This design comes from an exercise in tuning for small area and a short achievable clock period on the open sky130 flow, not from production work. At most, simulation tests tie the RTL to the original design; equivalence was not proved.

run A:
Design fir_filter, start of the top module:
module fir_filter (clk, reset, x, y);
  input clk, reset;
  input signed [31:0] x;
  output signed [31:0] y;
  reg [31:0] h0, h1, h2, h3, h4, h5, h6, h7, h8;
  reg [31:0] q0, q1;
  reg [31:0] y_reg;
  wire qs1, qc2;
  fir_fa u_qs1 (.a(h3[0]), .b(h5[0]), .c(h7[0]), .s(qs1), .co(qc2));
  wire qs3, qc4;
  fir_fa u_qs3 (.a(h1[0]), .b(h4[0]), .c(h4[1]), .s(qs3), .co(qc4));
  wire qs5, qc6;
  fir_fa u_qs5 (.a(h2[0]), .b(h3[1]), .c(h5[1]), .s(qs5), .co(qc6));
  wire qs7, qc8;
  fir_fa u_qs7 (.a(~h6[0]), .b(h7[1]), .c(qc2), .s(qs7), .co(qc8));
  wire qs9, qc10;
  fir_fa u_qs9 (.a(~qs3), .b(qs5), .c(qs7), .s(qs9), .co(qc10));
  wire qs11, qc12;
  fir_fa u_qs11 (.a(h0[0]), .b(h1[0]), .c(h1[1]), .s(qs11), .co(qc12));
  wire qs13, qc14;
  fir_fa u_qs13 (.a(h4[1]), .b(h4[2]), .c(h6[1]), .s(qs13), .co(qc14));
  wire qs15, qc16;
  fir_fa u_qs15 (.a(h2[1]), .b(h3[0]), .c(h3[2]), .s(qs15), .co(qc16));
  wire qs17, qc18;
  fir_fa u_qs17 (.a(h5[2]), .b(h7[2]), .c(~h8[0]), .s(qs17), .co(qc18));
  wire qs19, qc20;
  fir_fa u_qs19 (.a(qc4), .b(qs11), .c(qs13), .s(qs19), .co(qc20));
  wire qs21, qc22;
  fir_fa u_qs21 (.a(qc6), .b(qs15), .c(qs17), .s(qs21), .co(qc22));
  wire qs23, qc24;
  fir_fa u_qs23 (.a(qc8), .b(~qs19), .c(qs21), .s(qs23), .co(qc24));
  wire qs25, qc26;
  fir_fa u_qs25 (.a(h0[1]), .b(h1[1]), .c(h1[2]), .s(qs25), .co(qc26));
  wire qs27, qc28;
  fir_fa u_qs27 (.a(h4[2]), .b(h4[3]), .c(h5[0]), .s(qs27), .co(qc28));
  wire qs29, qc30;
  ...
clock: 8.0 ns
lec_check: 0
abc_clock_period_in_ps: 2500
cap_margin: 20
core_margin: 2
core_utilization: 40
cts_buf_list: sky130_fd_sc_hd__clkbuf_8 sky130_fd_sc_hd__clkbuf_16
cts_cluster_diameter: 60
cts_cluster_size: 24
setup_slack_margin: 5.0
slew_margin: 20
synth_hierarchical: 1
synth_minimum_keep_size: 0
run.sh (not shown) runs the stock make flow with config.mk's settings and CLKGATE_MAP_FILE= SYNTH_SCRIPT=/design/flow/synth_recipe.tcl, a recipe that flattens the netlist after the stock synthesis.
Setup changes, run A to run B
- swapping 40 for 60 in CORE_UTILIZATION
- swapping sky130_fd_sc_hd__clkbuf_8 sky130_fd_sc_hd__clkbuf_16 for sky130_fd_sc_hd__clkbuf_8 in CTS_BUF_LIST
- clearing CTS_CLUSTER_DIAMETER, which used to be 60
- swapping 24 for 20 in CTS_CLUSTER_SIZE
Results
Run A → run B: non-clock buffer count moved down; overall die area -about 33%; detailed route wirelength on metal2 went down.
Compared run B vs run A, and post-route core utilization is up in run B.
Comparing share of the final layout cell area in sequential cells for run B and run A, the smaller number came from run A.
### run B -> run C
- removing CTS_BUF_LIST (formerly sky130_fd_sc_hd__clkbuf_8)
- changing CORE_UTILIZATION from 60 to 40
- removing CTS_CLUSTER_SIZE (formerly 20)
- removing SETUP_SLACK_MARGIN (formerly 5.0)
[summary]
- Changes observed in run C relative to run B: time the final worst path needs with I/O delays and setup rose by 0.31 ns; via total after detailed routing decreased by 202 relative to the old numbers; critical path data required time went down; met1 track utilization from global routing dropped 12 points.
- [run C] count of clock buffers in the final design fell about 30% relative to run B
- [compare] base=run B new=run C: final weighted congestion of routability-driven global placement went down by about 1%, area growth from synthesis to layout shows a reduction of 3.8 points.
#### Input delta (run D over run C)
- SETUP_SLACK_MARGIN: unset -> 5.0
### Flow results
Comparing run C and run D, number of vias after detailed routing is lower on run C. Final antenna diode count: higher on run D. Between run C and run D, the sequential fraction of total cell area is higher for run C. Taking run C as the reference, in run D global-route wire length before repair higher; multi-input logic portion of the cell area held steady.
No functional check of the RTL was part of any run of this note.

========
== job 9767 ==
fir_filter, a different RTL version from the one above (not shown whole).
Size: ~440 flip-flops, ~21000 µm² of cells after synthesis.
clock: 8.0 ns
lec_check: 0
abc_clock_period_in_ps: 2500
cap_margin: 20
core_margin: 2
core_utilization: 40
cts_buf_list: sky130_fd_sc_hd__clkbuf_16
cts_cluster_diameter: 90
cts_cluster_size: 28
slew_margin: 20
synth_hierarchical: 1
synth_minimum_keep_size: 0
standard.sh (not shown) runs the stock make flow with config.mk's settings and CLKGATE_MAP_FILE= SYNTH_SCRIPT=/design/flow/synth_recipe.tcl, a recipe that flattens the netlist after the stock synthesis.
==> flow/flow/run.sh <==
#!/bin/bash
set -euo pipefail
export SETUP_SLACK_MARGIN=5.3
export BUFFER_PORTS_ARGS="-buffer_cell sky130_fd_sc_hd__buf_2"
bash standard.sh > make_finish.log 2>&1
Job 9767 finished all stages; the layout is clean.
Relative to job 9767, the following input files were edited for job 8859:
# job 9767
export LEC_CHECK = 0
export ABC_CLOCK_PERIOD_IN_PS = 2500
export CAP_MARGIN = 20
export CORE_MARGIN = 2
export CORE_UTILIZATION = 40
export CTS_BUF_LIST = sky130_fd_sc_hd__clkbuf_16
export CTS_CLUSTER_DIAMETER = 90
export CTS_CLUSTER_SIZE = 28
export SLEW_MARGIN = 20
export SYNTH_HIERARCHICAL = 1
export SYNTH_MINIMUM_KEEP_SIZE = 0
create_clock -name core_clock -period 8.0 [get_ports {clk}]
# job 8859
export LEC_CHECK = 0
export ABC_CLOCK_PERIOD_IN_PS = 2500
export CAP_MARGIN = 20
export CORE_MARGIN = 2
export CORE_UTILIZATION = 40
export CTS_BUF_LIST = sky130_fd_sc_hd__clkbuf_16
export CTS_CLUSTER_DIAMETER = 90
export CTS_CLUSTER_SIZE = 32
export SLEW_MARGIN = 20
export SYNTH_HIERARCHICAL = 1
export SYNTH_MINIMUM_KEEP_SIZE = 0
create_clock -name core_clock -period 8.0 [get_ports {clk}]
==> flow/flow/run.sh <==
#!/bin/bash
set -euo pipefail
export SETUP_SLACK_MARGIN=5.3
export BUFFER_PORTS_ARGS="-buffer_cell sky130_fd_sc_hd__buf_1"
bash standard.sh > make_finish.log 2>&1
Area overhead of the layout relative to synthesis: higher on job 9767. Summary: first-pass GRT wire length, job 8859 worse than job 9767. Transition time at the pin with the least slew margin, job 8859 and job 9767, lower one = job 9767.
#### Input delta (job 7155 over job 8859)
# job 8859
export LEC_CHECK = 0
export ABC_CLOCK_PERIOD_IN_PS = 2500
export CAP_MARGIN = 20
export CORE_MARGIN = 2
export CORE_UTILIZATION = 40
export CTS_BUF_LIST = sky130_fd_sc_hd__clkbuf_16
export CTS_CLUSTER_DIAMETER = 90
export CTS_CLUSTER_SIZE = 32
export SLEW_MARGIN = 20
export SYNTH_HIERARCHICAL = 1
export SYNTH_MINIMUM_KEEP_SIZE = 0
create_clock -name core_clock -period 8.0 [get_ports {clk}]
# job 7155
export LEC_CHECK = 0
export ABC_CLOCK_PERIOD_IN_PS = 2500
export CAP_MARGIN = 20
export CORE_MARGIN = 2
export CORE_UTILIZATION = 40
export CTS_BUF_LIST = sky130_fd_sc_hd__clkbuf_16
export CTS_CLUSTER_DIAMETER = 80
export CTS_CLUSTER_SIZE = 36
export SLEW_MARGIN = 20
export SYNTH_HIERARCHICAL = 1
export SYNTH_MINIMUM_KEEP_SIZE = 0
create_clock -name core_clock -period 8.0 [get_ports {clk}]
==> flow/flow/run.sh <==
#!/bin/bash
set -euo pipefail
export SETUP_SLACK_MARGIN=5.3
export BUFFER_PORTS_ARGS="-buffer_cell sky130_fd_sc_hd__buf_2"
bash standard.sh > make_finish.log 2>&1
## What came out
- Between job 8859 and job 7155, the flow reports post-layout instance area increasing slightly.
- Against job 8859, highest attainable clock frequency in job 7155 fell slightly.
- Going from job 8859 to job 7155, post-route non-filler standard cell count grew slightly.
- Job 7155: flow completed, timing, DRC and antenna clean
- Looking at the reports, job 8859 completed the entire flow and the layout it produced met the timing, DRC and antenna checks.
- Area added between synthesis and finish (higher): job 7155
- Delta (job 7155 minus job 8859): clock skew level; ratio of final minimum period to clock period moved up.
The inputs of job 7278 differ from those of job 7155 as listed below.
# job 7155
export LEC_CHECK = 0
export ABC_CLOCK_PERIOD_IN_PS = 2500
export CAP_MARGIN = 20
export CORE_MARGIN = 2
export CORE_UTILIZATION = 40
export CTS_BUF_LIST = sky130_fd_sc_hd__clkbuf_16
export CTS_CLUSTER_DIAMETER = 80
export CTS_CLUSTER_SIZE = 36
export SLEW_MARGIN = 20
export SYNTH_HIERARCHICAL = 1
export SYNTH_MINIMUM_KEEP_SIZE = 0
create_clock -name core_clock -period 8.0 [get_ports {clk}]
# job 7278
export LEC_CHECK = 0
export ABC_CLOCK_PERIOD_IN_PS = 2500
export CAP_MARGIN = 20
export CORE_MARGIN = 2
export CORE_UTILIZATION = 65
export CTS_BUF_LIST = sky130_fd_sc_hd__clkbuf_16
export CTS_CLUSTER_DIAMETER = 60
export CTS_CLUSTER_SIZE = 24
export SLEW_MARGIN = 20
export SYNTH_HIERARCHICAL = 1
export SYNTH_MINIMUM_KEEP_SIZE = 0
create_clock -name core_clock -period 8.0 [get_ports {clk}]
diff --git a/flow/flow/run.sh b/flow/flow/run.sh
--- a/flow/flow/run.sh
+++ b/flow/flow/run.sh
@@ -3 +3 @@
-export SETUP_SLACK_MARGIN=5.3
+export SETUP_SLACK_MARGIN=5.5
==> comparison <==
Job 7278 does better than job 7155 on worst setup slack.
Re aggregate routed wire length: job 7155 was lower than job 7278.
Die area, job 7155 and job 7278: higher on job 7155
Against job 7155, design area in job 7278 came out worse.

========
fir_filter again, from the RTL that the note above started with.
clock: 8.0 ns
lec_check: 0
abc_clock_period_in_ps: 2500
cap_margin: 20
core_margin: 2
core_utilization: 40
cts_buf_list: sky130_fd_sc_hd__clkbuf_16
cts_cluster_diameter: 80
cts_cluster_size: 32
slew_margin: 20
synth_hierarchical: 1
synth_minimum_keep_size: 0
==> flow/flow/run.sh <==
#!/bin/bash
set -euo pipefail
export SETUP_SLACK_MARGIN=5.5
export BUFFER_PORTS_ARGS="-buffer_cell sky130_fd_sc_hd__buf_2"
bash standard.sh > make_finish.log 2>&1
The starting point finished with timing, DRC and antenna clean.
Then changed:
==> flow/flow/run.sh (replaced) <==
#!/bin/bash
set -euo pipefail
export SETUP_SLACK_MARGIN=5.3
export BUFFER_PORTS_ARGS="-buffer_cell sky130_fd_sc_hd__buf_2"
bash standard.sh > make_finish.log 2>&1
CTS_CLUSTER_DIAMETER = 90   (was 80)
PLACE_DENSITY = 0.75   (was not set)
Area after synthesis stays the same.
Clock skew goes up by 17 ps.
Routed wire length shrinks by 8.5%.
Design area drops by 2.8%.
Sequential share of layout area went up by 1.1 points.
Then changed:
==> flow/flow/run.sh (replaced) <==
#!/bin/bash
set -euo pipefail
export SETUP_SLACK_MARGIN=5.5
export BUFFER_PORTS_ARGS="-buffer_cell sky130_fd_sc_hd__buf_2"
bash standard.sh > make_finish.log 2>&1
PLACE_DENSITY = not set   (was 0.75)
=> Routed wire length grows by 8.5%; flip-flop and latch count is unchanged; worst setup slack is worse by 4.7 ps; hold slack barely changes; non-clock buffer count grows by 21; cell count grows by 0.77%; clock skew shrinks by 19 ps; core utilization grows by 0.91 points; via count shrinks by 1.3%.
Then changed:
==> flow/flow/run.sh (replaced) <==
#!/bin/bash
set -euo pipefail
export SETUP_SLACK_MARGIN=5.3
export BUFFER_PORTS_ARGS="-buffer_cell sky130_fd_sc_hd__buf_2"
bash standard.sh > make_finish.log 2>&1
CORE_UTILIZATION = 52   (was 40)
The new run completed with no timing, DRC or antenna violations.
Flip-flop and latch count stays the same.
Worst setup slack is worse by 44 ps.
Count of clock-buffer cells in the layout is lower by 2.
Via count is higher slightly.
Cell area is lower by a few percent.
Synthesized cell count is unchanged.
Final cell count is lower by a little under a tenth.
Then changed:
==> flow/flow/run.sh (replaced) <==
#!/bin/bash
set -euo pipefail
export SETUP_SLACK_MARGIN=5.2
export BUFFER_PORTS_ARGS="-buffer_cell sky130_fd_sc_hd__buf_2"
bash standard.sh > make_finish.log 2>&1
CORE_UTILIZATION = 40   (was 52)
Effect: Register-to-register slack improved by 90 ps; first-iteration DRC count goes up by 35%; design area hardly moves; maximum frequency goes up by 2.2%; critical path depth stays the same; worst hold slack improved by 6.1 ps; die area goes up by 29%.
Then changed:
==> flow/flow/run.sh (replaced) <==
#!/bin/bash
set -euo pipefail
export SETUP_SLACK_MARGIN=5.3
export BUFFER_PORTS_ARGS="-buffer_cell sky130_fd_sc_hd__buf_2"
bash standard.sh > make_finish.log 2>&1
ABC_AREA = 1   (was not set)
After rerunning: Clock skew stays flat. Setup slack gets worse by 46 ps. Routed wire length went down by a few percent. Die area hardly moves. First-iteration DRC count went up slightly.

========
fir_filter, a different RTL version from the one above (not shown whole).
Size in the first run: ~66 I/O pins.
clock: 8.0 ns
lec_check: 0
abc_clock_period_in_ps: 2500
cap_margin: 20
core_margin: 2
core_utilization: 40
cts_buf_list: sky130_fd_sc_hd__clkbuf_4 sky130_fd_sc_hd__clkbuf_8
cts_cluster_diameter: 50
cts_cluster_size: 16
setup_slack_margin: 5.0
slew_margin: 20
synth_hierarchical: 1
synth_minimum_keep_size: 0
==> flow/flow/run.sh <==
#!/bin/bash
set -euo pipefail
MARGIN=5.4
sed "s/\"\\\${@:-finish}\"/SETUP_SLACK_MARGIN=$MARGIN \"\${@:-finish}\"/" standard.sh > standard_tight.sh
grep -q "SETUP_SLACK_MARGIN=$MARGIN" standard_tight.sh
bash standard_tight.sh > make_finish.log 2>&1
Next try:
==> flow/run.sh (new file) <==
#!/bin/bash
# synth_recipe.tcl (not shown) runs the flow's synth.tcl, then flattens the netlist and writes it again
# the make line also repeats each setting of config.mk as NAME=value (left out here)
make -C /OpenROAD-flow-scripts/flow DESIGN_CONFIG=/design/flow/config.mk WORK_HOME=/design/flow/orfs CLKGATE_MAP_FILE= SYNTH_SCRIPT=/design/flow/synth_recipe.tcl finish
removed: flow/flow/run.sh
removed: flow/standard.sh
Result: Design area decreases by 0.79%; utilization came out lower by 0.37 points; wire length came out lower by 4.0%; die area stays the same; synthesized area does not change; critical path depth is unchanged; setup slack is better by 47 ps; fmax is higher by 1.6%.
No run of this note included a check of the RTL's function; only the layout flow was run.

========
Setup of the baseline:
fir_filter with an RTL version that a note above also has.
Size in the first run: ~1,100 cells after synthesis, ~440 flip-flops, ~66 I/O pins.
==> flow/config.mk <==
export PLATFORM = sky130hd
export DESIGN_NAME = fir_filter
export DESIGN_NICKNAME = fir_filter
export VERILOG_FILES = /design/flow/design.v
export SDC_FILE = /design/flow/constraint.sdc
export NUM_CORES = 4
export LEC_CHECK = 0
export ABC_CLOCK_PERIOD_IN_PS = 2500
export CAP_MARGIN = 20
export CORE_MARGIN = 2
export CORE_UTILIZATION = 40
export CTS_BUF_LIST = sky130_fd_sc_hd__clkbuf_16
export CTS_CLUSTER_DIAMETER = 90
export CTS_CLUSTER_SIZE = 32
export SETUP_SLACK_MARGIN = 5.0
export SLEW_MARGIN = 20
export SYNTH_HIERARCHICAL = 1
export SYNTH_MINIMUM_KEEP_SIZE = 0
==> flow/constraint.sdc <==
create_clock -name core_clock -period 8.0 [get_ports {clk}]
set_input_delay 1.6000 -clock core_clock [delete_from_list [all_inputs] [get_ports {clk}]]
set_output_delay 1.6000 -clock core_clock [all_outputs]
set_load 0.01 [all_outputs]
run.sh (not shown) runs the stock make flow with config.mk's settings and CLKGATE_MAP_FILE= SYNTH_SCRIPT=/design/flow/synth_recipe.tcl, a recipe that flattens the netlist after the stock synthesis.
Stock flow here: none of the scripts above is used.
The baseline: PASS, flow complete, no timing, DRC or antenna violations
## Diff of input files: the candidate against the baseline
==> flow/flow/run.sh (new file) <==
#!/bin/bash
set -euo pipefail
export SETUP_SLACK_MARGIN=5.5
export BUFFER_PORTS_ARGS="-buffer_cell sky130_fd_sc_hd__buf_2"
bash standard.sh > make_finish.log 2>&1
==> flow/standard.sh (new file) <==
#!/bin/bash
# synth_recipe.tcl (not shown) runs the flow's synth.tcl, then flattens the netlist and writes it again
# the make line also repeats each setting of config.mk as NAME=value (left out here)
make -C /OpenROAD-flow-scripts/flow DESIGN_CONFIG=/design/flow/config.mk WORK_HOME=/design/flow/orfs CLKGATE_MAP_FILE= SYNTH_SCRIPT=/design/flow/synth_recipe.tcl "${@:-finish}"
--- a/flow/config.mk
+++ b/flow/config.mk
@@ -10,8 +10,7 @@
 export CORE_MARGIN = 2
 export CORE_UTILIZATION = 40
-export CTS_BUF_LIST = sky130_fd_sc_hd__clkbuf_16
-export CTS_CLUSTER_DIAMETER = 90
-export CTS_CLUSTER_SIZE = 32
-export SETUP_SLACK_MARGIN = 5.0
+export CTS_BUF_LIST = sky130_fd_sc_hd__clkbuf_8 sky130_fd_sc_hd__clkbuf_16
+export CTS_CLUSTER_DIAMETER = 50
+export CTS_CLUSTER_SIZE = 20
 export SLEW_MARGIN = 20
 export SYNTH_HIERARCHICAL = 1
removed: flow/run.sh
--- outcome ---
Between the candidate and the baseline, the remaining number of nets flagged by the antenna check after routing figures differ only marginally. In the reports for the baseline and the candidate, the smaller final net count belongs to the baseline. From the baseline to the candidate the numbers moved as follows: global placer's final weighted congestion now smaller; area added between synthesis and finish rose 4.5 points; detailed-route via count has increased. In the candidate, the post-route cell area came out about 4% above the value in the baseline. Compared to the baseline, the router laid down more metal wire for the candidate. | cell count after placement | the baseline vs the candidate | ≈ equal |. Summary of the comparison: final critical-path share of the clock period is lower in the candidate, relative to the baseline. Highest achievable clock rate (higher): the candidate.

[port drivers added, routing unchanged]
Ports are ideal in the flow. The routed layouts listed here were re-timed in OpenROAD. Step 1 (the two cells are an assumption about what drives the block):
set clk [get_ports {clk}]
set_driving_cell -lib_cell sky130_fd_sc_hd__clkbuf_16 $clk
set_driving_cell -lib_cell sky130_fd_sc_hd__buf_2 [delete_from_list [all_inputs] $clk]
Step 2, shift: input delay + t, output delay - t, t = (earliest + latest rising clock arrival at the registers) / 2. This alone moves slack from input paths to output paths. Slacks: no drivers / after step 1 / after step 2; pairs: no drivers / after step 1.
run | t, ns | setup WS [ns] | clock arrival spread, ns
run A | 0.605 | 4.564 / 4.564 / 4.564 | 0.024 / 0.024
run B | 0.629 | 4.558 / 4.558 / 4.558 | 0.027 / 0.027
run C | 0.613 | 4.248 / 4.248 / 4.189 | 0.021 / 0.021
run D | 0.607 | 4.622 / 4.622 / 4.622 | 0.018 / 0.018
job 9767 | 0.587 | 5.305 / 5.251 / 5.067 | 0.035 / 0.035
job 8859 | 0.589 | 5.301 / 5.248 / 5.081 | 0.026 / 0.025
job 7155 | 0.609 | 5.265 / 5.213 / 5.042 | 0.029 / 0.029
job 7278 | 0.571 | 5.297 / 5.244 / 5.110 | 0.023 / 0.022
the first run of note 3 | 0.617 | 5.274 / 5.216 / 5.134 | 0.031 / 0.031
the second run of note 3 | 0.593 | 5.303 / 5.252 / 5.050 | 0.050 / 0.050
the third run of note 3 | 0.599 | 5.298 / 5.242 / 5.128 | 0.032 / 0.032
the fourth run of note 3 | 0.583 | 5.254 / 5.203 / 5.003 | 0.021 / 0.021
the fifth run of note 3 | 0.589 | 5.314 / 5.262 / 4.950 | 0.022 / 0.022
the sixth run of note 3 | 0.615 | 5.267 / 5.210 / 4.983 | 0.027 / 0.027
the first run of note 4 | 0.667 | 4.962 / 4.962 / 4.764 | 0.040 / 0.040
the second run of note 4 | 0.661 | 5.009 / 5.009 / 4.673 | 0.025 / 0.026
the baseline | 0.589 | 5.162 / 5.111 / 4.666 | 0.022 / 0.023
the candidate | 0.611 | 5.298 / 5.243 / 5.129 | 0.023 / 0.023
After both steps setup and hold are still met in every run listed. For the baseline, which loses most, drivers alone change the setup slack by -0.051 ns; drivers and shift together by -0.496 ns. Setup slack includes reset recovery checks.
